Context: an optimization exercise on an open-source flow, tuned for small area and a short achievable clock period. The choices shown serve that exercise and are no tape-out recipe.
No run shown here included a check of the RTL's function; only the layout flow was run.
Power figures rest on the tool's default switching activity, not on a simulated workload.

==> flow/design.v, too long to show whole: its modules and the start of the top module <==
// module MULTI_32bit: 4075 lines
// module MULTI_32bit_fa: 6 lines
// module MULTI_32bit_enc: 7 lines
// module MULTI_32bit_c42: 9 lines
// module MULTI_32bit_c42n: 8 lines
// module MULTI_32bit_pp: 5 lines
// module MULTI_32bit_ha: 6 lines
module MULTI_32bit(clk, rst, A, B, F);
  // ...
==> flow/flow/run.sh <==
#!/bin/bash
# The standard layout, but with port buffers of a plain buffer cell
# (buffer_ports otherwise picks a delay cell, clkdlybuf4s50_1).
set -euo pipefail
export BUFFER_PORTS_ARGS="-buffer_cell sky130_fd_sc_hd__buf_4"
bash standard.sh > make_finish.log 2>&1
==> flow/standard.sh <==
#!/bin/bash
# synth_recipe.tcl (not shown) runs the flow's synth.tcl, then flattens the netlist and writes it again
# the make line also repeats each setting of config.mk as NAME=value (left out here)
make -C /OpenROAD-flow-scripts/flow DESIGN_CONFIG=/design/flow/config.mk WORK_HOME=/design/flow/orfs CLKGATE_MAP_FILE= SYNTH_SCRIPT=/design/flow/synth_recipe.tcl "${@:-finish}"
==> flow/config.mk <==
export PLATFORM = sky130hd
export DESIGN_NAME = MULTI_32bit
export DESIGN_NICKNAME = MULTI_32bit
export VERILOG_FILES = /design/flow/design.v
export SDC_FILE = /design/flow/constraint.sdc
export NUM_CORES = 4
export LEC_CHECK = 0
export ABC_CLOCK_PERIOD_IN_PS = 2500
export CAP_MARGIN = 20
export CORE_MARGIN = 2
export CORE_UTILIZATION = 40
export CTS_BUF_LIST = sky130_fd_sc_hd__clkbuf_8
export SETUP_SLACK_MARGIN = 4.3
export SLEW_MARGIN = 20
export SYNTH_HIERARCHICAL = 1
export SYNTH_MINIMUM_KEEP_SIZE = 0
==> flow/constraint.sdc <==
create_clock -name core_clock -period 7.0 [get_ports {clk}]
set_input_delay 1.4000 -clock core_clock [delete_from_list [all_inputs] [get_ports {clk}]]
set_output_delay 1.4000 -clock core_clock [all_outputs]
set_load 0.01 [all_outputs]
==> results by group, run 1 <==
Worst setup path
  – Crit path DAT: 3220 ps
  – Crit path launch: r1_c29_5
  – Worst path bufs/invs: 0
  – Crit-path max cell delay: 520 ps
  – Worst r2r dst: r2_h30
  – Critical path peak fanout: 1

Floorplanning
  – Well-tap cell count: 756

GRT
  – M2 GR Usage: 31.1%
  – Total gr overflow: 0
  – Initial antenna violation count: 2
  – Met3 Use GR: 3.41%
  – Global-route usage over all layers: 20.5%

STA
  – RSZ-0062 raised after global routing: yes
  – Fmax: 370 MHz

Pwr
  – Seq pwr share: 31.3%
  – Highest-power group: combinational logic
  – PD cells: approximately 440 nW/um^2

Clock tree
  – Root Driver: clkbuf_8
  – Cts repair resizes: 10

Yosys
  – Synth warn: 7

Finish
  – Seq/total area: 30.4%
  – Fin nets: 2485
  – Registers with the most flip-flops: F (32), r1_e (8), r2_e (8)
  – Post-Layout Cell Count: 2837
  – Commonest cells after routing, fill and taps aside: dfxtp_1, a22o_1, xor2_1
  – Area Overhead vs Synth: 14.0%

Drt
  – Metal-1 WL: 28900 um
  – 1st-pass router iterations: 5

Placed design
  – Area after DPL: 24400 sq um
  – Port Buf Inserts: 96

Outcome
  – Status: no timing/DRC/antenna violations
==> run 2: changes to the inputs <==
--- a/flow/design.v
+++ b/flow/design.v
@@ -620,99 +620,99 @@
     r2_s <= r1_s;
     r2_e <= r1_e;
-    r2_h23 <= h1355;
-    r2_h24 <= h1356;
-    r2_h25 <= h1357;
-    r2_h26 <= h1358;
-    r2_h27 <= h1359;
-    r2_h28 <= h1360;
-    r2_h29 <= h1361;
-    r2_h30 <= h1362;
-    r2_h31 <= h1363;
-    r2_h32 <= h1364;
-    r2_h33 <= h1365;
-    r2_h34 <= h1366;
-    r2_h35 <= h1367;
-    r2_h36 <= h1368;
-    r2_h37 <= h1369;
-    r2_h38 <= h1370;
-    r2_h39 <= h1371;
-    r2_h40 <= h1372;
-    r2_h41 <= h1373;
-    r2_h42 <= h1374;
-    r2_h43 <= h1375;
-    r2_h44 <= h1376;
-    r2_h45 <= h1377;
-    r2_h46 <= h1378;
-    r2_h47 <= h1379;
-    r2_g0 <= g1380;
-    r2_g1 <= g1381;
-    r2_g2 <= g1382;
-    r2_g3 <= g1383;
-    r2_g4 <= g1384;
-    r2_g5 <= g1385;
-    r2_g6 <= g1386;
-    r2_g7 <= g1387;
-    r2_g8 <= g1388;
-    r2_g9 <= g1389;
-    r2_g10 <= g1390;
-    r2_g11 <= g1391;
-    r2_g12 <= g1392;
-    r2_g13 <= g1393;
-    r2_g14 <= g1394;
-    r2_g15 <= g1395;
-    r2_g16 <= g1396;
-    r2_g17 <= g1397;
-    r2_g18 <= g1398;
-    r2_g19 <= g1399;
-    r2_g20 <= g1400;
-    r2_g21 <= g1401;
-    r2_g22 <= g1402;
-    r2_g23 <= g1403;
-    r2_g24 <= g1404;
-    r2_g25 <= g1405;
-    r2_g26 <= g1406;
-    r2_g27 <= g1407;
-    r2_g28 <= g1408;
-    r2_g29 <= g1409;
-    r2_g30 <= g1410;
-    r2_g31 <= g1411;
-    r2_g32 <= g1412;
-    r2_g33 <= g1413;
-    r2_g34 <= g1414;
-    r2_g35 <= g1415;
-    r2_g36 <= g1416;
-    r2_g37 <= g1417;
-    r2_g38 <= g1418;
-    r2_g39 <= g1419;
-    r2_g40 <= g1420;
-    r2_g41 <= g1421;
-    r2_g42 <= g1422;
-    r2_g43 <= g1423;
-    r2_g44 <= g1424;
-    r2_g45 <= g1425;
-    r2_g46 <= g1426;
+    r2_h23 <= h1378;
+    r2_h24 <= h1380;
+    r2_h25 <= h1382;
+    r2_h26 <= h1384;
+    r2_h27 <= h1386;
+    r2_h28 <= h1388;
+    r2_h29 <= h1390;
+    r2_h30 <= h1392;
+    r2_h31 <= h1394;
+    r2_h32 <= h1396;
+    r2_h33 <= h1398;
+    r2_h34 <= h1400;
+    r2_h35 <= h1402;
+    r2_h36 <= h1404;
+    r2_h37 <= h1406;
+    r2_h38 <= h1408;
+    r2_h39 <= h1410;
+    r2_h40 <= h1412;
+    r2_h41 <= h1414;
+    r2_h42 <= h1416;
+    r2_h43 <= h1418;
+    r2_h44 <= h1420;
+    r2_h45 <= h1422;
+    r2_h46 <= h1424;
+    r2_h47 <= h1426;
+    r2_g0 <= g1333;
+    r2_g1 <= g1335;
+    r2_g2 <= g1337;
+    r2_g3 <= g1339;
+    r2_g4 <= g1341;
+    r2_g5 <= g1343;
+    r2_g6 <= g1345;
+    r2_g7 <= g1347;
+    r2_g8 <= g1349;
+    r2_g9 <= g1351;
+    r2_g10 <= g1353;
+    r2_g11 <= g1355;
+    r2_g12 <= g1357;
+    r2_g13 <= g1359;
+    r2_g14 <= g1361;
+    r2_g15 <= g1363;
+    r2_g16 <= g1365;
+    r2_g17 <= g1367;
+    r2_g18 <= g1369;
+    r2_g19 <= g1371;
+    r2_g20 <= g1373;
+    r2_g21 <= g1375;
+    r2_g22 <= g1377;
+    r2_g23 <= g1379;
+    r2_g24 <= g1381;
+    r2_g25 <= g1383;
+    r2_g26 <= g1385;
+    r2_g27 <= g1387;
+    r2_g28 <= g1389;
+    r2_g29 <= g1391;
+    r2_g30 <= g1393;
+    r2_g31 <= g1395;
+    r2_g32 <= g1397;
+    r2_g33 <= g1399;
+    r2_g34 <= g1401;
+    r2_g35 <= g1403;
+    r2_g36 <= g1405;
+    r2_g37 <= g1407;
+    r2_g38 <= g1409;
+    r2_g39 <= g1411;
+    r2_g40 <= g1413;
+    r2_g41 <= g1415;
+    r2_g42 <= g1417;
+    r2_g43 <= g1419;
+    r2_g44 <= g1421;
+    r2_g45 <= g1423;
+    r2_g46 <= g1425;
     r2_g47 <= g1427;
-    r2_p1 <= h1333;
-    r2_p2 <= h1334;
-    r2_p3 <= h1335;
-    r2_p4 <= h1336;
-    r2_p5 <= h1337;
-    r2_p6 <= h1338;
-    r2_p7 <= h1339;
-    r2_p8 <= h1340;
-    r2_p9 <= h1341;
-    r2_p10 <= h1342;
-    r2_p11 <= h1343;
-    r2_p12 <= h1344;
-    r2_p13 <= h1345;
-    r2_p14 <= h1346;
-    r2_p15 <= h1347;
-    r2_p16 <= h1348;
-    r2_p17 <= h1349;
-    r2_p18 <= h1350;
-    r2_p19 <= h1351;
-    r2_p20 <= h1352;
-    r2_p21 <= h1353;
-    r2_p22 <= h1354;
+    r2_p1 <= h1334;
+    r2_p2 <= h1336;
+    r2_p3 <= h1338;
+    r2_p4 <= h1340;
+    r2_p5 <= h1342;
+    r2_p6 <= h1344;
+    r2_p7 <= h1346;
+    r2_p8 <= h1348;
+    r2_p9 <= h1350;
+    r2_p10 <= h1352;
+    r2_p11 <= h1354;
+    r2_p12 <= h1356;
+    r2_p13 <= h1358;
+    r2_p14 <= h1360;
+    r2_p15 <= h1362;
+    r2_p16 <= h1364;
+    r2_p17 <= h1366;
+    r2_p18 <= h1368;
+    r2_p19 <= h1370;
+    r2_p20 <= h1372;
+    r2_p21 <= h1374;
+    r2_p22 <= h1376;
   end
   wire one1;
@@ -2048,98 +2048,98 @@
   wire c1331;
   wire h1332;
-  wire h1333;
+  wire g1333;
   wire h1334;
-  wire h1335;
+  wire g1335;
   wire h1336;
-  wire h1337;
+  wire g1337;
   wire h1338;
-  wire h1339;
+  wire g1339;
   wire h1340;
-  wire h1341;
+  wire g1341;
   wire h1342;
-  wire h1343;
+  wire g1343;
   wire h1344;
-  wire h1345;
+  wire g1345;
   wire h1346;
-  wire h1347;
+  wire g1347;
   wire h1348;
-  wire h1349;
+  wire g1349;
   wire h1350;
-  wire h1351;
+  wire g1351;
   wire h1352;
-  wire h1353;
+  wire g1353;
   wire h1354;
-  wire h1355;
+  wire g1355;
   wire h1356;
-  wire h1357;
+  wire g1357;
   wire h1358;
-  wire h1359;
+  wire g1359;
   wire h1360;
-  wire h1361;
+  wire g1361;
   wire h1362;
-  wire h1363;
+  wire g1363;
   wire h1364;
-  wire h1365;
+  wire g1365;
   wire h1366;
-  wire h1367;
+  wire g1367;
   wire h1368;
-  wire h1369;
+  wire g1369;
   wire h1370;
-  wire h1371;
+  wire g1371;
   wire h1372;
-  wire h1373;
+  wire g1373;
   wire h1374;
-  wire h1375;
+  wire g1375;
   wire h1376;
-  wire h1377;
+  wire g1377;
   wire h1378;
-  wire h1379;
-  wire g1380;
+  wire g1379;
+  wire h1380;
   wire g1381;
-  wire g1382;
+  wire h1382;
   wire g1383;
-  wire g1384;
+  wire h1384;
   wire g1385;
-  wire g1386;
+  wire h1386;
   wire g1387;
-  wire g1388;
+  wire h1388;
   wire g1389;
-  wire g1390;
+  wire h1390;
   wire g1391;
-  wire g1392;
+  wire h1392;
   wire g1393;
-  wire g1394;
+  wire h1394;
   wire g1395;
-  wire g1396;
+  wire h1396;
   wire g1397;
-  wire g1398;
+  wire h1398;
   wire g1399;
-  wire g1400;
+  wire h1400;
   wire g1401;
-  wire g1402;
+  wire h1402;
   wire g1403;
-  wire g1404;
+  wire h1404;
   wire g1405;
-  wire g1406;
+  wire h1406;
   wire g1407;
-  wire g1408;
+  wire h1408;
   wire g1409;
-  wire g1410;
+  wire h1410;
   wire g1411;
-  wire g1412;
+  wire h1412;
   wire g1413;
-  wire g1414;
+  wire h1414;
   wire g1415;
-  wire g1416;
+  wire h1416;
   wire g1417;
-  wire g1418;
+  wire h1418;
   wire g1419;
-  wire g1420;
+  wire h1420;
   wire g1421;
-  wire g1422;
+  wire h1422;
   wire g1423;
-  wire g1424;
+  wire h1424;
   wire g1425;
-  wire g1426;
+  wire h1426;
   wire g1427;
   wire G1428;
@@ -2571,4 +2571,13 @@
   wire q1854;
   wire q1855;
+  assign one1 = B[0] ^ 1'b0;
+  assign two2 = (B[1] & ~B[0] & ~1'b0) | (~B[1] & B[0] & 1'b0);
+  assign neg3 = B[1] & ~(B[0] & 1'b0);
+  assign one4 = B[0] ^ 1'b0;
+  assign two5 = (B[1] & ~B[0] & ~1'b0) | (~B[1] & B[0] & 1'b0);
+  assign neg6 = B[1] & ~(B[0] & 1'b0);
+  assign one7 = B[0] ^ 1'b0;
+  assign two8 = (B[1] & ~B[0] & ~1'b0) | (~B[1] & B[0] & 1'b0);
+  assign neg9 = B[1] & ~(B[0] & 1'b0);
   assign xt10 = A[0] ^ B[1];
   assign xt12 = A[1] ^ B[1];
@@ -2857,4 +2866,13 @@
   assign xi658 = ~B[21];
   assign nn660 = ~neg603;
+  assign one661 = B[22] ^ B[21];
+  assign two662 = (1'b1 & ~B[22] & ~B[21]) | (~1'b1 & B[22] & B[21]);
+  assign neg663 = 1'b1 & ~(B[22] & B[21]);
+  assign one664 = B[22] ^ B[21];
+  assign two665 = (1'b1 & ~B[22] & ~B[21]) | (~1'b1 & B[22] & B[21]);
+  assign neg666 = 1'b1 & ~(B[22] & B[21]);
+  assign one667 = B[22] ^ B[21];
+  assign two668 = (1'b1 & ~B[22] & ~B[21]) | (~1'b1 & B[22] & B[21]);
+  assign neg669 = 1'b1 & ~(B[22] & B[21]);
   assign pp670 = (one661 & ~A[0]) | two662;
   assign xi671 = ~A[1];
@@ -2927,100 +2945,8 @@
   assign s1330 = ~(r1_c47_0 ^ r1_c47_2);
   assign c1331 = r1_c47_0 | r1_c47_2;
-  assign h1332 = r1_c0_0 ^ r1_c0_1;
-  assign h1333 = r1_c1_0 ^ 1'b0;
-  assign h1334 = r1_c2_0 ^ 1'b0;
-  assign h1335 = s1242 ^ r1_c3_2;
-  assign h1336 = c1243 ^ s1244;
-  assign h1337 = c1245 ^ s1246;
-  assign h1338 = c1247 ^ s1248;
-  assign h1339 = c1249 ^ s1250;
-  assign h1340 = c1251 ^ s1252;
-  assign h1341 = c1253 ^ s1254;
-  assign h1342 = c1255 ^ s1256;
-  assign h1343 = c1257 ^ s1258;
-  assign h1344 = c1259 ^ s1260;
-  assign h1345 = c1261 ^ s1262;
-  assign h1346 = c1263 ^ s1264;
-  assign h1347 = c1265 ^ s1266;
-  assign h1348 = c1267 ^ s1268;
-  assign h1349 = c1269 ^ s1270;
-  assign h1350 = c1271 ^ s1272;
-  assign h1351 = c1273 ^ s1274;
-  assign h1352 = c1275 ^ s1276;
-  assign h1353 = c1277 ^ s1278;
-  assign h1354 = c1279 ^ s1280;
-  assign h1355 = c1281 ^ s1282;
-  assign h1356 = c1283 ^ s1284;
-  assign h1357 = c1285 ^ s1286;
-  assign h1358 = c1287 ^ s1288;
-  assign h1359 = c1289 ^ s1290;
-  assign h1360 = c1291 ^ s1292;
-  assign h1361 = c1293 ^ s1294;
-  assign h1362 = c1295 ^ s1296;
-  assign h1363 = c1297 ^ s1298;
-  assign h1364 = c1299 ^ s1300;
-  assign h1365 = c1301 ^ s1302;
-  assign h1366 = c1303 ^ s1304;
-  assign h1367 = c1305 ^ s1306;
-  assign h1368 = c1307 ^ s1308;
-  assign h1369 = c1309 ^ s1310;
-  assign h1370 = c1311 ^ s1312;
-  assign h1371 = c1313 ^ s1314;
-  assign h1372 = c1315 ^ s1316;
-  assign h1373 = c1317 ^ s1318;
-  assign h1374 = c1319 ^ s1320;
-  assign h1375 = c1321 ^ s1322;
-  assign h1376 = c1323 ^ s1324;
-  assign h1377 = c1325 ^ s1326;
-  assign h1378 = c1327 ^ s1328;
-  assign h1379 = c1329 ^ s1330;
-  assign g1380 = r1_c0_0 & r1_c0_1;
-  assign g1381 = r1_c1_0 & 1'b0;
-  assign g1382 = r1_c2_0 & 1'b0;
-  assign g1383 = s1242 & r1_c3_2;
-  assign g1384 = c1243 & s1244;
-  assign g1385 = c1245 & s1246;
-  assign g1386 = c1247 & s1248;
-  assign g1387 = c1249 & s1250;
-  assign g1388 = c1251 & s1252;
-  assign g1389 = c1253 & s1254;
-  assign g1390 = c1255 & s1256;
-  assign g1391 = c1257 & s1258;
-  assign g1392 = c1259 & s1260;
-  assign g1393 = c1261 & s1262;
-  assign g1394 = c1263 & s1264;
-  assign g1395 = c1265 & s1266;
-  assign g1396 = c1267 & s1268;
-  assign g1397 = c1269 & s1270;
-  assign g1398 = c1271 & s1272;
-  assign g1399 = c1273 & s1274;
-  assign g1400 = c1275 & s1276;
-  assign g1401 = c1277 & s1278;
-  assign g1402 = c1279 & s1280;
-  assign g1403 = c1281 & s1282;
-  assign g1404 = c1283 & s1284;
-  assign g1405 = c1285 & s1286;
-  assign g1406 = c1287 & s1288;
-  assign g1407 = c1289 & s1290;
-  assign g1408 = c1291 & s1292;
-  assign g1409 = c1293 & s1294;
-  assign g1410 = c1295 & s1296;
-  assign g1411 = c1297 & s1298;
-  assign g1412 = c1299 & s1300;
-  assign g1413 = c1301 & s1302;
-  assign g1414 = c1303 & s1304;
-  assign g1415 = c1305 & s1306;
-  assign g1416 = c1307 & s1308;
-  assign g1417 = c1309 & s1310;
-  assign g1418 = c1311 & s1312;
-  assign g1419 = c1313 & s1314;
-  assign g1420 = c1315 & s1316;
-  assign g1421 = c1317 & s1318;
-  assign g1422 = c1319 & s1320;
-  assign g1423 = c1321 & s1322;
-  assign g1424 = c1323 & s1324;
-  assign g1425 = c1325 & s1326;
-  assign g1426 = c1327 & s1328;
-  assign g1427 = c1329 & s1330;
+  assign h1334 = r1_c1_0 ^ 1'b0;
+  assign g1335 = r1_c1_0 & 1'b0;
+  assign h1336 = r1_c2_0 ^ 1'b0;
+  assign g1337 = r1_c2_0 & 1'b0;
   assign G1428 = r2_g1 | (r2_p1 & r2_g0);
   assign G1429 = r2_g2 | (r2_p2 & r2_g1);
@@ -3451,7 +3377,4 @@
   assign q1854 = r2_h46 ^ G1828;
   assign q1855 = r2_h47 ^ G1829;
-  MULTI_32bit_enc u_enc0_0 (.y2(B[1]), .y1(B[0]), .y0(1'b0), .one(one1), .two(two2), .neg(neg3));
-  MULTI_32bit_enc u_enc0_1 (.y2(B[1]), .y1(B[0]), .y0(1'b0), .one(one4), .two(two5), .neg(neg6));
-  MULTI_32bit_enc u_enc0_2 (.y2(B[1]), .y1(B[0]), .y0(1'b0), .one(one7), .two(two8), .neg(neg9));
   MULTI_32bit_pp u_pp11 (.one(one1), .two(two2), .t0(xt10), .t1(B[1]), .pp(pp11));
   MULTI_32bit_pp u_pp13 (.one(one1), .two(two2), .t0(xt12), .t1(xt10), .pp(pp13));
@@ -3479,7 +3402,10 @@
   MULTI_32bit_pp u_pp57 (.one(one7), .two(two8), .t0(xi56), .t1(xt54), .pp(pp57));
   MULTI_32bit_pp u_pp59 (.one(one7), .two(two8), .t0(B[1]), .t1(xi58), .pp(pp59));
-  MULTI_32bit_enc u_enc1_0 (.y2(B[3]), .y1(B[2]), .y0(B[1]), .one(one61), .two(two62), .neg(neg63));
-  MULTI_32bit_enc u_enc1_1 (.y2(B[3]), .y1(B[2]), .y0(B[1]), .one(one64), .two(two65), .neg(neg66));
-  MULTI_32bit_enc u_enc1_2 (.y2(B[3]), .y1(B[2]), .y0(B[1]), .one(one67), .two(two68), .neg(neg69));
+  MULTI_32bit_xor u_one1_0 (.a(B[2]), .b(B[1]), .y(one61));
+  MULTI_32bit_enc2 u_enc1_0 (.y2(B[3]), .y1(B[2]), .y0(B[1]), .two(two62), .neg(neg63));
+  MULTI_32bit_xor u_one1_1 (.a(B[2]), .b(B[1]), .y(one64));
+  MULTI_32bit_enc2 u_enc1_1 (.y2(B[3]), .y1(B[2]), .y0(B[1]), .two(two65), .neg(neg66));
+  MULTI_32bit_xor u_one1_2 (.a(B[2]), .b(B[1]), .y(one67));
+  MULTI_32bit_enc2 u_enc1_2 (.y2(B[3]), .y1(B[2]), .y0(B[1]), .two(two68), .neg(neg69));
   MULTI_32bit_pp u_pp71 (.one(one61), .two(two62), .t0(xt70), .t1(B[3]), .pp(pp71));
   MULTI_32bit_pp u_pp73 (.one(one61), .two(two62), .t0(xt72), .t1(xt70), .pp(pp73));
@@ -3507,7 +3433,10 @@
   MULTI_32bit_pp u_pp117 (.one(one67), .two(two68), .t0(xi116), .t1(xt114), .pp(pp117));
   MULTI_32bit_pp u_pp119 (.one(one67), .two(two68), .t0(B[3]), .t1(xi118), .pp(pp119));
-  MULTI_32bit_enc u_enc2_0 (.y2(B[5]), .y1(B[4]), .y0(B[3]), .one(one121), .two(two122), .neg(neg123));
-  MULTI_32bit_enc u_enc2_1 (.y2(B[5]), .y1(B[4]), .y0(B[3]), .one(one124), .two(two125), .neg(neg126));
-  MULTI_32bit_enc u_enc2_2 (.y2(B[5]), .y1(B[4]), .y0(B[3]), .one(one127), .two(two128), .neg(neg129));
+  MULTI_32bit_xor u_one2_0 (.a(B[4]), .b(B[3]), .y(one121));
+  MULTI_32bit_enc2 u_enc2_0 (.y2(B[5]), .y1(B[4]), .y0(B[3]), .two(two122), .neg(neg123));
+  MULTI_32bit_xor u_one2_1 (.a(B[4]), .b(B[3]), .y(one124));
+  MULTI_32bit_enc2 u_enc2_1 (.y2(B[5]), .y1(B[4]), .y0(B[3]), .two(two125), .neg(neg126));
+  MULTI_32bit_xor u_one2_2 (.a(B[4]), .b(B[3]), .y(one127));
+  MULTI_32bit_enc2 u_enc2_2 (.y2(B[5]), .y1(B[4]), .y0(B[3]), .two(two128), .neg(neg129));
   MULTI_32bit_pp u_pp131 (.one(one121), .two(two122), .t0(xt130), .t1(B[5]), .pp(pp131));
   MULTI_32bit_pp u_pp133 (.one(one121), .two(two122), .t0(xt132), .t1(xt130), .pp(pp133));
@@ -3535,7 +3464,10 @@
   MULTI_32bit_pp u_pp177 (.one(one127), .two(two128), .t0(xi176), .t1(xt174), .pp(pp177));
   MULTI_32bit_pp u_pp179 (.one(one127), .two(two128), .t0(B[5]), .t1(xi178), .pp(pp179));
-  MULTI_32bit_enc u_enc3_0 (.y2(B[7]), .y1(B[6]), .y0(B[5]), .one(one181), .two(two182), .neg(neg183));
-  MULTI_32bit_enc u_enc3_1 (.y2(B[7]), .y1(B[6]), .y0(B[5]), .one(one184), .two(two185), .neg(neg186));
-  MULTI_32bit_enc u_enc3_2 (.y2(B[7]), .y1(B[6]), .y0(B[5]), .one(one187), .two(two188), .neg(neg189));
+  MULTI_32bit_xor u_one3_0 (.a(B[6]), .b(B[5]), .y(one181));
+  MULTI_32bit_enc2 u_enc3_0 (.y2(B[7]), .y1(B[6]), .y0(B[5]), .two(two182), .neg(neg183));
+  MULTI_32bit_xor u_one3_1 (.a(B[6]), .b(B[5]), .y(one184));
+  MULTI_32bit_enc2 u_enc3_1 (.y2(B[7]), .y1(B[6]), .y0(B[5]), .two(two185), .neg(neg186));
+  MULTI_32bit_xor u_one3_2 (.a(B[6]), .b(B[5]), .y(one187));
+  MULTI_32bit_enc2 u_enc3_2 (.y2(B[7]), .y1(B[6]), .y0(B[5]), .two(two188), .neg(neg189));
   MULTI_32bit_pp u_pp191 (.one(one181), .two(two182), .t0(xt190), .t1(B[7]), .pp(pp191));
   MULTI_32bit_pp u_pp193 (.one(one181), .two(two182), .t0(xt192), .t1(xt190), .pp(pp193));
@@ -3563,7 +3495,10 @@
   MULTI_32bit_pp u_pp237 (.one(one187), .two(two188), .t0(xi236), .t1(xt234), .pp(pp237));
   MULTI_32bit_pp u_pp239 (.one(one187), .two(two188), .t0(B[7]), .t1(xi238), .pp(pp239));
-  MULTI_32bit_enc u_enc4_0 (.y2(B[9]), .y1(B[8]), .y0(B[7]), .one(one241), .two(two242), .neg(neg243));
-  MULTI_32bit_enc u_enc4_1 (.y2(B[9]), .y1(B[8]), .y0(B[7]), .one(one244), .two(two245), .neg(neg246));
-  MULTI_32bit_enc u_enc4_2 (.y2(B[9]), .y1(B[8]), .y0(B[7]), .one(one247), .two(two248), .neg(neg249));
+  MULTI_32bit_xor u_one4_0 (.a(B[8]), .b(B[7]), .y(one241));
+  MULTI_32bit_enc2 u_enc4_0 (.y2(B[9]), .y1(B[8]), .y0(B[7]), .two(two242), .neg(neg243));
+  MULTI_32bit_xor u_one4_1 (.a(B[8]), .b(B[7]), .y(one244));
+  MULTI_32bit_enc2 u_enc4_1 (.y2(B[9]), .y1(B[8]), .y0(B[7]), .two(two245), .neg(neg246));
+  MULTI_32bit_xor u_one4_2 (.a(B[8]), .b(B[7]), .y(one247));
+  MULTI_32bit_enc2 u_enc4_2 (.y2(B[9]), .y1(B[8]), .y0(B[7]), .two(two248), .neg(neg249));
   MULTI_32bit_pp u_pp251 (.one(one241), .two(two242), .t0(xt250), .t1(B[9]), .pp(pp251));
   MULTI_32bit_pp u_pp253 (.one(one241), .two(two242), .t0(xt252), .t1(xt250), .pp(pp253));
@@ -3591,7 +3526,10 @@
   MULTI_32bit_pp u_pp297 (.one(one247), .two(two248), .t0(xi296), .t1(xt294), .pp(pp297));
   MULTI_32bit_pp u_pp299 (.one(one247), .two(two248), .t0(B[9]), .t1(xi298), .pp(pp299));
-  MULTI_32bit_enc u_enc5_0 (.y2(B[11]), .y1(B[10]), .y0(B[9]), .one(one301), .two(two302), .neg(neg303));
-  MULTI_32bit_enc u_enc5_1 (.y2(B[11]), .y1(B[10]), .y0(B[9]), .one(one304), .two(two305), .neg(neg306));
-  MULTI_32bit_enc u_enc5_2 (.y2(B[11]), .y1(B[10]), .y0(B[9]), .one(one307), .two(two308), .neg(neg309));
+  MULTI_32bit_xor u_one5_0 (.a(B[10]), .b(B[9]), .y(one301));
+  MULTI_32bit_enc2 u_enc5_0 (.y2(B[11]), .y1(B[10]), .y0(B[9]), .two(two302), .neg(neg303));
+  MULTI_32bit_xor u_one5_1 (.a(B[10]), .b(B[9]), .y(one304));
+  MULTI_32bit_enc2 u_enc5_1 (.y2(B[11]), .y1(B[10]), .y0(B[9]), .two(two305), .neg(neg306));
+  MULTI_32bit_xor u_one5_2 (.a(B[10]), .b(B[9]), .y(one307));
+  MULTI_32bit_enc2 u_enc5_2 (.y2(B[11]), .y1(B[10]), .y0(B[9]), .two(two308), .neg(neg309));
   MULTI_32bit_pp u_pp311 (.one(one301), .two(two302), .t0(xt310), .t1(B[11]), .pp(pp311));
   MULTI_32bit_pp u_pp313 (.one(one301), .two(two302), .t0(xt312), .t1(xt310), .pp(pp313));
@@ -3619,7 +3557,10 @@
   MULTI_32bit_pp u_pp357 (.one(one307), .two(two308), .t0(xi356), .t1(xt354), .pp(pp357));
   MULTI_32bit_pp u_pp359 (.one(one307), .two(two308), .t0(B[11]), .t1(xi358), .pp(pp359));
-  MULTI_32bit_enc u_enc6_0 (.y2(B[13]), .y1(B[12]), .y0(B[11]), .one(one361), .two(two362), .neg(neg363));
-  MULTI_32bit_enc u_enc6_1 (.y2(B[13]), .y1(B[12]), .y0(B[11]), .one(one364), .two(two365), .neg(neg366));
-  MULTI_32bit_enc u_enc6_2 (.y2(B[13]), .y1(B[12]), .y0(B[11]), .one(one367), .two(two368), .neg(neg369));
+  MULTI_32bit_xor u_one6_0 (.a(B[12]), .b(B[11]), .y(one361));
+  MULTI_32bit_enc2 u_enc6_0 (.y2(B[13]), .y1(B[12]), .y0(B[11]), .two(two362), .neg(neg363));
+  MULTI_32bit_xor u_one6_1 (.a(B[12]), .b(B[11]), .y(one364));
+  MULTI_32bit_enc2 u_enc6_1 (.y2(B[13]), .y1(B[12]), .y0(B[11]), .two(two365), .neg(neg366));
+  MULTI_32bit_xor u_one6_2 (.a(B[12]), .b(B[11]), .y(one367));
+  MULTI_32bit_enc2 u_enc6_2 (.y2(B[13]), .y1(B[12]), .y0(B[11]), .two(two368), .neg(neg369));
   MULTI_32bit_pp u_pp371 (.one(one361), .two(two362), .t0(xt370), .t1(B[13]), .pp(pp371));
   MULTI_32bit_pp u_pp373 (.one(one361), .two(two362), .t0(xt372), .t1(xt370), .pp(pp373));
@@ -3647,7 +3588,10 @@
   MULTI_32bit_pp u_pp417 (.one(one367), .two(two368), .t0(xi416), .t1(xt414), .pp(pp417));
   MULTI_32bit_pp u_pp419 (.one(one367), .two(two368), .t0(B[13]), .t1(xi418), .pp(pp419));
-  MULTI_32bit_enc u_enc7_0 (.y2(B[15]), .y1(B[14]), .y0(B[13]), .one(one421), .two(two422), .neg(neg423));
-  MULTI_32bit_enc u_enc7_1 (.y2(B[15]), .y1(B[14]), .y0(B[13]), .one(one424), .two(two425), .neg(neg426));
-  MULTI_32bit_enc u_enc7_2 (.y2(B[15]), .y1(B[14]), .y0(B[13]), .one(one427), .two(two428), .neg(neg429));
+  MULTI_32bit_xor u_one7_0 (.a(B[14]), .b(B[13]), .y(one421));
+  MULTI_32bit_enc2 u_enc7_0 (.y2(B[15]), .y1(B[14]), .y0(B[13]), .two(two422), .neg(neg423));
+  MULTI_32bit_xor u_one7_1 (.a(B[14]), .b(B[13]), .y(one424));
+  MULTI_32bit_enc2 u_enc7_1 (.y2(B[15]), .y1(B[14]), .y0(B[13]), .two(two425), .neg(neg426));
+  MULTI_32bit_xor u_one7_2 (.a(B[14]), .b(B[13]), .y(one427));
+  MULTI_32bit_enc2 u_enc7_2 (.y2(B[15]), .y1(B[14]), .y0(B[13]), .two(two428), .neg(neg429));
   MULTI_32bit_pp u_pp431 (.one(one421), .two(two422), .t0(xt430), .t1(B[15]), .pp(pp431));
   MULTI_32bit_pp u_pp433 (.one(one421), .two(two422), .t0(xt432), .t1(xt430), .pp(pp433));
@@ -3675,7 +3619,10 @@
   MULTI_32bit_pp u_pp477 (.one(one427), .two(two428), .t0(xi476), .t1(xt474), .pp(pp477));
   MULTI_32bit_pp u_pp479 (.one(one427), .two(two428), .t0(B[15]), .t1(xi478), .pp(pp479));
-  MULTI_32bit_enc u_enc8_0 (.y2(B[17]), .y1(B[16]), .y0(B[15]), .one(one481), .two(two482), .neg(neg483));
-  MULTI_32bit_enc u_enc8_1 (.y2(B[17]), .y1(B[16]), .y0(B[15]), .one(one484), .two(two485), .neg(neg486));
-  MULTI_32bit_enc u_enc8_2 (.y2(B[17]), .y1(B[16]), .y0(B[15]), .one(one487), .two(two488), .neg(neg489));
+  MULTI_32bit_xor u_one8_0 (.a(B[16]), .b(B[15]), .y(one481));
+  MULTI_32bit_enc2 u_enc8_0 (.y2(B[17]), .y1(B[16]), .y0(B[15]), .two(two482), .neg(neg483));
+  MULTI_32bit_xor u_one8_1 (.a(B[16]), .b(B[15]), .y(one484));
+  MULTI_32bit_enc2 u_enc8_1 (.y2(B[17]), .y1(B[16]), .y0(B[15]), .two(two485), .neg(neg486));
+  MULTI_32bit_xor u_one8_2 (.a(B[16]), .b(B[15]), .y(one487));
+  MULTI_32bit_enc2 u_enc8_2 (.y2(B[17]), .y1(B[16]), .y0(B[15]), .two(two488), .neg(neg489));
   MULTI_32bit_pp u_pp491 (.one(one481), .two(two482), .t0(xt490), .t1(B[17]), .pp(pp491));
   MULTI_32bit_pp u_pp493 (.one(one481), .two(two482), .t0(xt492), .t1(xt490), .pp(pp493));
@@ -3703,7 +3650,10 @@
   MULTI_32bit_pp u_pp537 (.one(one487), .two(two488), .t0(xi536), .t1(xt534), .pp(pp537));
   MULTI_32bit_pp u_pp539 (.one(one487), .two(two488), .t0(B[17]), .t1(xi538), .pp(pp539));
-  MULTI_32bit_enc u_enc9_0 (.y2(B[19]), .y1(B[18]), .y0(B[17]), .one(one541), .two(two542), .neg(neg543));
-  MULTI_32bit_enc u_enc9_1 (.y2(B[19]), .y1(B[18]), .y0(B[17]), .one(one544), .two(two545), .neg(neg546));
-  MULTI_32bit_enc u_enc9_2 (.y2(B[19]), .y1(B[18]), .y0(B[17]), .one(one547), .two(two548), .neg(neg549));
+  MULTI_32bit_xor u_one9_0 (.a(B[18]), .b(B[17]), .y(one541));
+  MULTI_32bit_enc2 u_enc9_0 (.y2(B[19]), .y1(B[18]), .y0(B[17]), .two(two542), .neg(neg543));
+  MULTI_32bit_xor u_one9_1 (.a(B[18]), .b(B[17]), .y(one544));
+  MULTI_32bit_enc2 u_enc9_1 (.y2(B[19]), .y1(B[18]), .y0(B[17]), .two(two545), .neg(neg546));
+  MULTI_32bit_xor u_one9_2 (.a(B[18]), .b(B[17]), .y(one547));
+  MULTI_32bit_enc2 u_enc9_2 (.y2(B[19]), .y1(B[18]), .y0(B[17]), .two(two548), .neg(neg549));
   MULTI_32bit_pp u_pp551 (.one(one541), .two(two542), .t0(xt550), .t1(B[19]), .pp(pp551));
   MULTI_32bit_pp u_pp553 (.one(one541), .two(two542), .t0(xt552), .t1(xt550), .pp(pp553));
@@ -3731,7 +3681,10 @@
   MULTI_32bit_pp u_pp597 (.one(one547), .two(two548), .t0(xi596), .t1(xt594), .pp(pp597));
   MULTI_32bit_pp u_pp599 (.one(one547), .two(two548), .t0(B[19]), .t1(xi598), .pp(pp599));
-  MULTI_32bit_enc u_enc10_0 (.y2(B[21]), .y1(B[20]), .y0(B[19]), .one(one601), .two(two602), .neg(neg603));
-  MULTI_32bit_enc u_enc10_1 (.y2(B[21]), .y1(B[20]), .y0(B[19]), .one(one604), .two(two605), .neg(neg606));
-  MULTI_32bit_enc u_enc10_2 (.y2(B[21]), .y1(B[20]), .y0(B[19]), .one(one607), .two(two608), .neg(neg609));
+  MULTI_32bit_xor u_one10_0 (.a(B[20]), .b(B[19]), .y(one601));
+  MULTI_32bit_enc2 u_enc10_0 (.y2(B[21]), .y1(B[20]), .y0(B[19]), .two(two602), .neg(neg603));
+  MULTI_32bit_xor u_one10_1 (.a(B[20]), .b(B[19]), .y(one604));
+  MULTI_32bit_enc2 u_enc10_1 (.y2(B[21]), .y1(B[20]), .y0(B[19]), .two(two605), .neg(neg606));
+  MULTI_32bit_xor u_one10_2 (.a(B[20]), .b(B[19]), .y(one607));
+  MULTI_32bit_enc2 u_enc10_2 (.y2(B[21]), .y1(B[20]), .y0(B[19]), .two(two608), .neg(neg609));
   MULTI_32bit_pp u_pp611 (.one(one601), .two(two602), .t0(xt610), .t1(B[21]), .pp(pp611));
   MULTI_32bit_pp u_pp613 (.one(one601), .two(two602), .t0(xt612), .t1(xt610), .pp(pp613));
@@ -3759,7 +3712,4 @@
   MULTI_32bit_pp u_pp657 (.one(one607), .two(two608), .t0(xi656), .t1(xt654), .pp(pp657));
   MULTI_32bit_pp u_pp659 (.one(one607), .two(two608), .t0(B[21]), .t1(xi658), .pp(pp659));
-  MULTI_32bit_enc u_enc11_0 (.y2(1'b1), .y1(B[22]), .y0(B[21]), .one(one661), .two(two662), .neg(neg663));
-  MULTI_32bit_enc u_enc11_1 (.y2(1'b1), .y1(B[22]), .y0(B[21]), .one(one664), .two(two665), .neg(neg666));
-  MULTI_32bit_enc u_enc11_2 (.y2(1'b1), .y1(B[22]), .y0(B[21]), .one(one667), .two(two668), .neg(neg669));
   MULTI_32bit_pp u_pp673 (.one(one661), .two(two662), .t0(xi671), .t1(xi672), .pp(pp673));
   MULTI_32bit_pp u_pp676 (.one(one661), .two(two662), .t0(xi674), .t1(xi675), .pp(pp676));
@@ -4069,4 +4019,96 @@
   MULTI_32bit_fa u_s1326 (.a(r1_c45_0), .b(r1_c45_1), .c(c1241), .s(s1326), .co(c1327));
   MULTI_32bit_ha u_s1328 (.a(r1_c46_0), .b(r1_c46_1), .s(s1328), .co(c1329));
+  MULTI_32bit_xor u_h1332 (.a(r1_c0_0), .b(r1_c0_1), .y(h1332));
+  MULTI_32bit_and u_g1333 (.a(r1_c0_0), .b(r1_c0_1), .y(g1333));
+  MULTI_32bit_xor u_h1338 (.a(s1242), .b(r1_c3_2), .y(h1338));
+  MULTI_32bit_and u_g1339 (.a(s1242), .b(r1_c3_2), .y(g1339));
+  MULTI_32bit_xor u_h1340 (.a(c1243), .b(s1244), .y(h1340));
+  MULTI_32bit_and u_g1341 (.a(c1243), .b(s1244), .y(g1341));
+  MULTI_32bit_xor u_h1342 (.a(c1245), .b(s1246), .y(h1342));
+  MULTI_32bit_and u_g1343 (.a(c1245), .b(s1246), .y(g1343));
+  MULTI_32bit_xor u_h1344 (.a(c1247), .b(s1248), .y(h1344));
+  MULTI_32bit_and u_g1345 (.a(c1247), .b(s1248), .y(g1345));
+  MULTI_32bit_xor u_h1346 (.a(c1249), .b(s1250), .y(h1346));
+  MULTI_32bit_and u_g1347 (.a(c1249), .b(s1250), .y(g1347));
+  MULTI_32bit_xor u_h1348 (.a(c1251), .b(s1252), .y(h1348));
+  MULTI_32bit_and u_g1349 (.a(c1251), .b(s1252), .y(g1349));
+  MULTI_32bit_xor u_h1350 (.a(c1253), .b(s1254), .y(h1350));
+  MULTI_32bit_and u_g1351 (.a(c1253), .b(s1254), .y(g1351));
+  MULTI_32bit_xor u_h1352 (.a(c1255), .b(s1256), .y(h1352));
+  MULTI_32bit_and u_g1353 (.a(c1255), .b(s1256), .y(g1353));
+  MULTI_32bit_xor u_h1354 (.a(c1257), .b(s1258), .y(h1354));
+  MULTI_32bit_and u_g1355 (.a(c1257), .b(s1258), .y(g1355));
+  MULTI_32bit_xor u_h1356 (.a(c1259), .b(s1260), .y(h1356));
+  MULTI_32bit_and u_g1357 (.a(c1259), .b(s1260), .y(g1357));
+  MULTI_32bit_xor u_h1358 (.a(c1261), .b(s1262), .y(h1358));
+  MULTI_32bit_and u_g1359 (.a(c1261), .b(s1262), .y(g1359));
+  MULTI_32bit_xor u_h1360 (.a(c1263), .b(s1264), .y(h1360));
+  MULTI_32bit_and u_g1361 (.a(c1263), .b(s1264), .y(g1361));
+  MULTI_32bit_xor u_h1362 (.a(c1265), .b(s1266), .y(h1362));
+  MULTI_32bit_and u_g1363 (.a(c1265), .b(s1266), .y(g1363));
+  MULTI_32bit_xor u_h1364 (.a(c1267), .b(s1268), .y(h1364));
+  MULTI_32bit_and u_g1365 (.a(c1267), .b(s1268), .y(g1365));
+  MULTI_32bit_xor u_h1366 (.a(c1269), .b(s1270), .y(h1366));
+  MULTI_32bit_and u_g1367 (.a(c1269), .b(s1270), .y(g1367));
+  MULTI_32bit_xor u_h1368 (.a(c1271), .b(s1272), .y(h1368));
+  MULTI_32bit_and u_g1369 (.a(c1271), .b(s1272), .y(g1369));
+  MULTI_32bit_xor u_h1370 (.a(c1273), .b(s1274), .y(h1370));
+  MULTI_32bit_and u_g1371 (.a(c1273), .b(s1274), .y(g1371));
+  MULTI_32bit_xor u_h1372 (.a(c1275), .b(s1276), .y(h1372));
+  MULTI_32bit_and u_g1373 (.a(c1275), .b(s1276), .y(g1373));
+  MULTI_32bit_xor u_h1374 (.a(c1277), .b(s1278), .y(h1374));
+  MULTI_32bit_and u_g1375 (.a(c1277), .b(s1278), .y(g1375));
+  MULTI_32bit_xor u_h1376 (.a(c1279), .b(s1280), .y(h1376));
+  MULTI_32bit_and u_g1377 (.a(c1279), .b(s1280), .y(g1377));
+  MULTI_32bit_xor u_h1378 (.a(c1281), .b(s1282), .y(h1378));
+  MULTI_32bit_and u_g1379 (.a(c1281), .b(s1282), .y(g1379));
+  MULTI_32bit_xor u_h1380 (.a(c1283), .b(s1284), .y(h1380));
+  MULTI_32bit_and u_g1381 (.a(c1283), .b(s1284), .y(g1381));
+  MULTI_32bit_xor u_h1382 (.a(c1285), .b(s1286), .y(h1382));
+  MULTI_32bit_and u_g1383 (.a(c1285), .b(s1286), .y(g1383));
+  MULTI_32bit_xor u_h1384 (.a(c1287), .b(s1288), .y(h1384));
+  MULTI_32bit_and u_g1385 (.a(c1287), .b(s1288), .y(g1385));
+  MULTI_32bit_xor u_h1386 (.a(c1289), .b(s1290), .y(h1386));
+  MULTI_32bit_and u_g1387 (.a(c1289), .b(s1290), .y(g1387));
+  MULTI_32bit_xor u_h1388 (.a(c1291), .b(s1292), .y(h1388));
+  MULTI_32bit_and u_g1389 (.a(c1291), .b(s1292), .y(g1389));
+  MULTI_32bit_xor u_h1390 (.a(c1293), .b(s1294), .y(h1390));
+  MULTI_32bit_and u_g1391 (.a(c1293), .b(s1294), .y(g1391));
+  MULTI_32bit_xor u_h1392 (.a(c1295), .b(s1296), .y(h1392));
+  MULTI_32bit_and u_g1393 (.a(c1295), .b(s1296), .y(g1393));
+  MULTI_32bit_xor u_h1394 (.a(c1297), .b(s1298), .y(h1394));
+  MULTI_32bit_and u_g1395 (.a(c1297), .b(s1298), .y(g1395));
+  MULTI_32bit_xor u_h1396 (.a(c1299), .b(s1300), .y(h1396));
+  MULTI_32bit_and u_g1397 (.a(c1299), .b(s1300), .y(g1397));
+  MULTI_32bit_xor u_h1398 (.a(c1301), .b(s1302), .y(h1398));
+  MULTI_32bit_and u_g1399 (.a(c1301), .b(s1302), .y(g1399));
+  MULTI_32bit_xor u_h1400 (.a(c1303), .b(s1304), .y(h1400));
+  MULTI_32bit_and u_g1401 (.a(c1303), .b(s1304), .y(g1401));
+  MULTI_32bit_xor u_h1402 (.a(c1305), .b(s1306), .y(h1402));
+  MULTI_32bit_and u_g1403 (.a(c1305), .b(s1306), .y(g1403));
+  MULTI_32bit_xor u_h1404 (.a(c1307), .b(s1308), .y(h1404));
+  MULTI_32bit_and u_g1405 (.a(c1307), .b(s1308), .y(g1405));
+  MULTI_32bit_xor u_h1406 (.a(c1309), .b(s1310), .y(h1406));
+  MULTI_32bit_and u_g1407 (.a(c1309), .b(s1310), .y(g1407));
+  MULTI_32bit_xor u_h1408 (.a(c1311), .b(s1312), .y(h1408));
+  MULTI_32bit_and u_g1409 (.a(c1311), .b(s1312), .y(g1409));
+  MULTI_32bit_xor u_h1410 (.a(c1313), .b(s1314), .y(h1410));
+  MULTI_32bit_and u_g1411 (.a(c1313), .b(s1314), .y(g1411));
+  MULTI_32bit_xor u_h1412 (.a(c1315), .b(s1316), .y(h1412));
+  MULTI_32bit_and u_g1413 (.a(c1315), .b(s1316), .y(g1413));
+  MULTI_32bit_xor u_h1414 (.a(c1317), .b(s1318), .y(h1414));
+  MULTI_32bit_and u_g1415 (.a(c1317), .b(s1318), .y(g1415));
+  MULTI_32bit_xor u_h1416 (.a(c1319), .b(s1320), .y(h1416));
+  MULTI_32bit_and u_g1417 (.a(c1319), .b(s1320), .y(g1417));
+  MULTI_32bit_xor u_h1418 (.a(c1321), .b(s1322), .y(h1418));
+  MULTI_32bit_and u_g1419 (.a(c1321), .b(s1322), .y(g1419));
+  MULTI_32bit_xor u_h1420 (.a(c1323), .b(s1324), .y(h1420));
+  MULTI_32bit_and u_g1421 (.a(c1323), .b(s1324), .y(g1421));
+  MULTI_32bit_xor u_h1422 (.a(c1325), .b(s1326), .y(h1422));
+  MULTI_32bit_and u_g1423 (.a(c1325), .b(s1326), .y(g1423));
+  MULTI_32bit_xor u_h1424 (.a(c1327), .b(s1328), .y(h1424));
+  MULTI_32bit_and u_g1425 (.a(c1327), .b(s1328), .y(g1425));
+  MULTI_32bit_xor u_h1426 (.a(c1329), .b(s1330), .y(h1426));
+  MULTI_32bit_and u_g1427 (.a(c1329), .b(s1330), .y(g1427));
   wire [47:0] p = {q1855, q1854, q1853, q1852, q1851, q1850, q1849, q1848, q1847, q1846, q1845, q1844, q1843, q1842, q1841, q1840, q1839, q1838, q1837, q1836, q1835, q1834, q1833, q1832, q1831, 1'b0, 1'b0, 1'b0, 1'b0, 1'b0, 1'b0, 1'b0, 1'b0, 1'b0, 1'b0, 1'b0, 1'b0, 1'b0, 1'b0, 1'b0, 1'b0, 1'b0, 1'b0, 1'b0, 1'b0, 1'b0, 1'b0, 1'b0};
   wire [7:0] e1 = r2_e + 8'd1;
@@ -4087,4 +4129,10 @@
   assign neg = y2 & ~(y1 & y0);
 endmodule
+module MULTI_32bit_enc2(y2, y1, y0, two, neg);
+  input y2, y1, y0;
+  output two, neg;
+  assign two = (y2 & ~y1 & ~y0) | (~y2 & y1 & y0);
+  assign neg = y2 & ~(y1 & y0);
+endmodule
 module MULTI_32bit_c42(x1, x2, x3, x4, cin, s, carry, cout);
   input x1, x2, x3, x4, cin;
@@ -4109,4 +4157,14 @@
   assign pp = (one & t0) | (two & t1);
 endmodule
+module MULTI_32bit_xor(a, b, y);
+  input a, b;
+  output y;
+  assign y = a ^ b;
+endmodule
+module MULTI_32bit_and(a, b, y);
+  input a, b;
+  output y;
+  assign y = a & b;
+endmodule
 module MULTI_32bit_ha(a, b, s, co);
   input a, b;
--- a/flow/config.mk
+++ b/flow/config.mk
@@ -10,5 +10,7 @@
 export CORE_MARGIN = 2
 export CORE_UTILIZATION = 40
-export CTS_BUF_LIST = sky130_fd_sc_hd__clkbuf_8
+export CTS_BUF_LIST = sky130_fd_sc_hd__clkbuf_16
+export CTS_CLUSTER_DIAMETER = 80
+export CTS_CLUSTER_SIZE = 30
 export SETUP_SLACK_MARGIN = 4.3
 export SLEW_MARGIN = 20
==> results by group, run 2 <==
Outcome
  – Status: no timing/DRC/antenna violations

STA
  – Final setup viols: 0
  – Slew HR: around three fifths
  – Worst hold margin: about 330 ps
  – Setup TNS: 0 ps
  – Fmax: 369 MHz (-0.19%)
  – Count of pins over their slew limit: 0
  – Final Critical Period: 2710 ps
  – Fin crit share: between 30% and 40%
  – Worst-margin pin slew: around 630 ps
  – Final setup skew: 16.2 ps
  – RSZ-0062 raised after global routing: yes
  – Final Hold Viols: 0

GRT
  – Global-route usage over all layers: 20.0% (-0.51 points)
  – Initial antenna violation count: 2 (unchanged)
  – Vias in the first global route: about 15000
  – First-pass GRT wire length: 91200 um
  – Largest net degree at the start of global routing: 43
  – Total gr overflow: 0 (unchanged)

Drt
  – DR iter-0 viols: 1082
  – 1st-pass router iterations: 5 (unchanged)
  – Drt wl/cell: between 20 and 25 um
  – DRC Markers: 0
  – Vias per cell: 5.30
  – Post-Route WL: between 50000 and 60000 um
  – DR vias: ~15000
  – Post-route ant nets: 0

Pwr
  – Clock power share: 14.4%
  – P_sw: 0.00499 W
  – Static leakage: 11.1 nW
  – Seq pwr share: 29.7% (-1.6 points)
  – Max VDD drop: 349 uV
  – Internal power: 0.00717 W
  – PD cells: 470 nW/um^2 (+5.8%)
  – Gate power share: 56.0%
  – Sw frac: between 40 and 50%

Finish
  – Registers with the most flip-flops: F (32), r1_e (8), r2_e (8)
  – Register Area: 7950 sq um
  – Area Overhead vs Synth: 13.3%
  – Largest register FFs: 32
  – Area of the multi-input gates: ~15000 sq um
  – Share of post-route cells with drive strength above 1: about an eighth
  – Fillcell total: 5306
  – Fin nets: 2390 (-3.8%)
  – Post-Layout Cell Count: 2789 (-1.7%)
  – Top reg by flops: F
  – Commonest non-fill, non-tap cell in the layout: dfxtp_1
  – Commonest cells after routing, fill and taps aside: dfxtp_1, xor2_1, a22o_1

Yosys
  – Synth Cell Area: 22800 sq um
  – Synth warn: 7 (unchanged)
  – Synth Instances: 1944
  – Syn_area_per_cell: 11.7 sq um

Placed design
  – Placed insts: between 2000 and 3000
  – Port Buf Inserts: 96 (unchanged)
  – Routability Congestion: ~0.86
  – DP HPWL: roughly 45000 um

Worst setup path
  – CP Data Required Time: 7480 ps
  – CP Capture Type: flip-flop
  – Crit Path Class: reg -> reg
  – Crit path DAT: 3190 ps (-30 ps)
  – Critical path peak fanout: 25 (+24)
  – Startpoint types: flip-flop

Floorplanning
  – Initial Utilization: 40.5%
  – Core ar.: 56400 sq um
  – Std cell rows: 87
  – IO Pins: 98
  – Die area: about 59000 sq um
  – Overall die height: approximately 240 um
  – Die width: 243 um

Clock tree
  – Clock Latency Late Sink: 580 ps
  – CTS buffer count: 26
  – Clock Path Buffers: 3
  – CTS tree: done
  – Clk slew on worst S/H paths: 100 ps
  – Total clock sinks: 397
  – Depth of the CTS H-tree: 1
  – Hold buffers post-CTS: 0
  – Root Driver: clkbuf_16

Job
  – Max-cap violations: 0

Min path
  – Hold Crit Class: reg -> reg
[run 2: what timing repair did]
item,in CTS,in global routing
cloned,2,3
setup buffers,3,3
endpoints found under the setup margin,108,98
gates resized for setup,49,32
pin swaps,5,4
[run 2: critical path, stage by stage, from the launching register on]
cell      delay, ps
dfxtp_4         370
nand4_1         210
nor3_2          240
o31ai_4          90
buf_6           140
o211a_4         250
o211a_4         260
o21a_4          240
o211ai_4        220
buf_12          210
mux2_2          360
[run 2: per-layer routing]
metal  part of all wire (%)  track usage [%]  vias up
met5                      0                0        -
met4                    2.1             5.14        0
met3                    4.4             1.98       55
met2                     46             32.4      350
met1                     47             28.6     7535
li1                       -                -     6838
[run 2: layout make-up]
cell class | count | share of cell area, %
Antenna cell | 1 | 0.00968
Clock buffer | 27 | 2.61
Clock inverter | 21 | 1.12
Inverter | 92 | 1.37
Multi-Input combinational cell | 1388 | 56.9
Sequential cell | 397 | 30.8
Tap cell | 756 | 3.66
Timing Repair Buffer | 107 | 3.56
[run 2: path summary, 6_finish.rpt]
path,startpoint,end,slack (ps),cells after the start
hold reg to reg,r2_s,F[31],330,0
setup reg to reg,r2_p10,F[9],4290,10
hold / removal,r2_s,F[31],330,0
setup / recovery,r2_p10,F[9],4290,10
[run 2: power groups by stage]
stage	Clock, W	Sequential, W	Combinational [W]
after CTS	0.00179	0.00360	0.00665
after detailed placement	0	0.00365	0.00650
after global routing	0.00188	0.00369	0.00759
after floorplan	0	0.00352	0.00456
final	0.00175	0.00361	0.00681
after global placement	0	0.00363	0.00634
[run 2: per-stage QoR]
step	setup WS (ps)	utilization, %	total power, W	cell area (sq um)
6_report	4290	45.9	0.0122	25900
5_1_grt	4160	45.9	0.0132	25900
4_1_cts	4210	45.5	0.0120	25600
3_5_place_dp	3460	43.1	0.0101	24300
3_3_place_gp	3470	43.1	0.00997	24300
2_1_floorplan	4120	-	0.00808	23200

-- what the ideal ports hide --
The flow's constraints put no driver on any port. The routed layouts listed below were extracted and timed again, unchanged, in two steps.
Step 1 assumes that a clkbuf_16 drives the clock port and a buf_2 every other input.
Step 2 moves the port delays by t, midway between the first and last clock arrival at a register: inputs arrive t later, outputs are due t later. That takes back most of the time a late clock gives input paths.
a / b / c = no drivers / after step 1 / after step 2; a / b = the first two.
run | t, ns | setup slack, ns | latest minus earliest clock arrival (ns) | slew at the worst register clock pin (ns)
run 1 | 0.678 | 4.296 / 4.296 / 3.654 | 0.035 / 0.035 | 0.07 / 0.07
run 2 | 0.637 | 4.291 / 4.291 / 3.716 | 0.022 / 0.021 | 0.11 / 0.11
After both steps every run listed still meets setup and hold. The setup slack of run 1, which loses most, moves by 0.000 ns with the drivers and by -0.642 ns with both steps.
